This design comes from an exercise in tuning for small area on the open sky130 flow, not from production work.
In this exercise RTL edits were held to simulation tests only and were not proved equivalent to the original.

P:
==> flow/design.v (excerpt) <==
module FFT32_pipeline (
    input clk,
    input i_rst,
    input signed [10:0] FFTInRe,
    input signed [10:0] FFTInIm,
    input in_valid,
    output signed [10:0] MDCOutUpRe,
    output signed [10:0] MDCOutUpIm,
    output signed [10:0] MDCOutDownRe,
    output signed [10:0] MDCOutDownIm,
    output MDC_out_valid,
    output signed [10:0] FFTOutRe,
    output signed [10:0] FFTOutIm,
    output FFT_out_valid
);
reg run;
reg [4:0] cnt;
reg vf1, vf2;    
always @(posedge clk or posedge i_rst) begin
    if (i_rst) begin
        run <= 1'b0; cnt <= 5'd0; vf1 <= 1'b0; vf2 <= 1'b0;
    end else begin
        if (in_valid) run <= 1'b1;
        if (run | in_valid) cnt <= cnt + 5'd1;
        if (cnt == 5'd31) begin vf1 <= in_valid; vf2 <= vf1; end
    end
end
wire [21:0] xin = {FFTInRe, FFTInIm};
reg [21:0] r1, r2, r3, r4;
wire [4:0] p2 = cnt - 5'd17;
wire [4:0] p3 = cnt - 5'd26;
wire [4:0] p3a = p3 - 5'd1;
wire [4:0] p3b = p3 - 5'd2;
wire [4:0] p3c = p3 - 5'd3;
wire [4:0] p4 = cnt - 5'd31;
wire [4:0] p4a = p4 - 5'd1;
wire [4:0] p5 = cnt - 5'd2;
wire [4:0] cnt_n = (run | in_valid) ? cnt + 5'd1 : cnt;
reg w1a, w1b;
reg [3:0] rk;
always @(posedge clk) begin
    w1a <= (cnt_n >= 5'd18) & (cnt_n <= 5'd25);
    w1b <= (cnt_n >= 5'd2) & (cnt_n <= 5'd9);
    case (cnt_n)
        5'd0: rk <= 4'd12;
        5'd1: rk <= 4'd14;
        5'd2: rk <= 4'd8;
        5'd3: rk <= 4'd9;
        5'd4: rk <= 4'd10;
        5'd5: rk <= 4'd11;
        5'd6: rk <= 4'd12;
        5'd7: rk <= 4'd13;
        5'd8: rk <= 4'd14;
        5'd9: rk <= 4'd15;
        5'd10: rk <= 4'd0;
        5'd11: rk <= 4'd2;
        5'd12: rk <= 4'd4;
        5'd13: rk <= 4'd6;
        5'd14: rk <= 4'd8;
        5'd15: rk <= 4'd10;
        5'd16: rk <= 4'd12;
        5'd17: rk <= 4'd14;
        5'd18: rk <= 4'd0;
        5'd19: rk <= 4'd1;
        5'd20: rk <= 4'd2;
  ...
Size: ~4,000 cells after synthesis, ~1,300 flip-flops, roughly 93 I/O pins, roughly 49,000 um^2 of cells after synthesis.
clock: 9.0 ns
lec_check: 0
cap_margin: 0
core_margin: 2
core_utilization: 65
slew_margin: 0
synth_hierarchical: 1
standard.sh (not shown) runs the stock make flow with config.mk's settings and CLKGATE_MAP_FILE= SYNTH_SCRIPT=/design/flow/synth_recipe.tcl, a recipe that flattens the netlist after the stock synthesis.
==> flow/flow/run.sh <==
#!/bin/bash
# Layout flow: the standard ORFS flow (standard.sh), with two changes:
#  - the port buffers are sky130_fd_sc_hd__buf_2 cells instead of the
#    delay-buffer cells buffer_ports picks by itself;
#  - clock tree synthesis inserts no dummy loads.
# Every tool's output goes to standard.log.
set -euo pipefail
export BUFFER_PORTS_ARGS="-buffer_cell sky130_fd_sc_hd__buf_2"
export CTS_ARGS="-sink_clustering_enable -repair_clock_nets -sink_clustering_size 20 -sink_clustering_max_diameter 60 -buf_list sky130_fd_sc_hd__clkbuf_8 -dont_use_dummy_load"
bash standard.sh > standard.log 2>&1
[inputs] Q vs P
- swapping 0 for 20 in SLEW_MARGIN
- swapping 0 for 20 in CAP_MARGIN
- putting ABC_AREA at 1 where nothing was set
diff --git a/flow/flow/run.sh b/flow/flow/run.sh
--- a/flow/flow/run.sh
+++ b/flow/flow/run.sh
@@ -7,4 +7,4 @@
 set -euo pipefail
 export BUFFER_PORTS_ARGS="-buffer_cell sky130_fd_sc_hd__buf_2"
-export CTS_ARGS="-sink_clustering_enable -repair_clock_nets -sink_clustering_size 20 -sink_clustering_max_diameter 60 -buf_list sky130_fd_sc_hd__clkbuf_8 -dont_use_dummy_load"
+export CTS_ARGS="-sink_clustering_enable -repair_clock_nets -sink_clustering_size 18 -sink_clustering_max_diameter 60 -buf_list sky130_fd_sc_hd__clkbuf_8 -dont_use_dummy_load"
 bash standard.sh > standard.log 2>&1
Findings:
- Multi-input gate count ends up lower on P.
- The hold slack of Q and that of P are within noise of each other.
- Compared with P, Q shows number of cells on the critical path that has gone up by a few percent.
- Relative to P, the total number of nets in the final design measured on Q has increased by a little under 10%.
- Compared to P, Q has number of non-clock buffers 11% lower.
- Per-cell routed wire length went down by more than 10% going from P to Q.
- In the metrics for Q and P, the one carrying the lower area after synthesis is Q.
- Looking at worst setup margin across both flows, Q is the stronger of the two, with P trailing.

static timing again, ports no longer ideal:
How much do the figures lean on ideal ports? The routed layouts below were timed once more, with nothing changed but the port constraints. Step 1: set_driving_cell puts a clkbuf_16 on clk and a buf_2 on each other input, an assumption about the parent block. Step 2, shift: input delay + t, output delay - t, t = (earliest + latest rising clock arrival at the registers) / 2. This alone moves slack from input paths to output paths. Slacks: ideal ports / drivers / drivers and shift; pairs: ideal ports / drivers.
| run | t (ns) | slack for setup (ns) | hold slack, ns | worst register clock-pin slew, ns | worst slew at a driven data input, ns |
|---|---|---|---|---|---|
| P | 0.756 | 0.309 / 0.247 / 1.003 | 0.235 / 0.235 / 0.235 | 0.12 / 0.12 | 0.09 |
| Q | 0.745 | 0.385 / 0.323 / 1.068 | 0.233 / 0.233 / 0.233 | 0.11 / 0.11 | 0.09 |
After both steps every run listed still meets setup and hold.
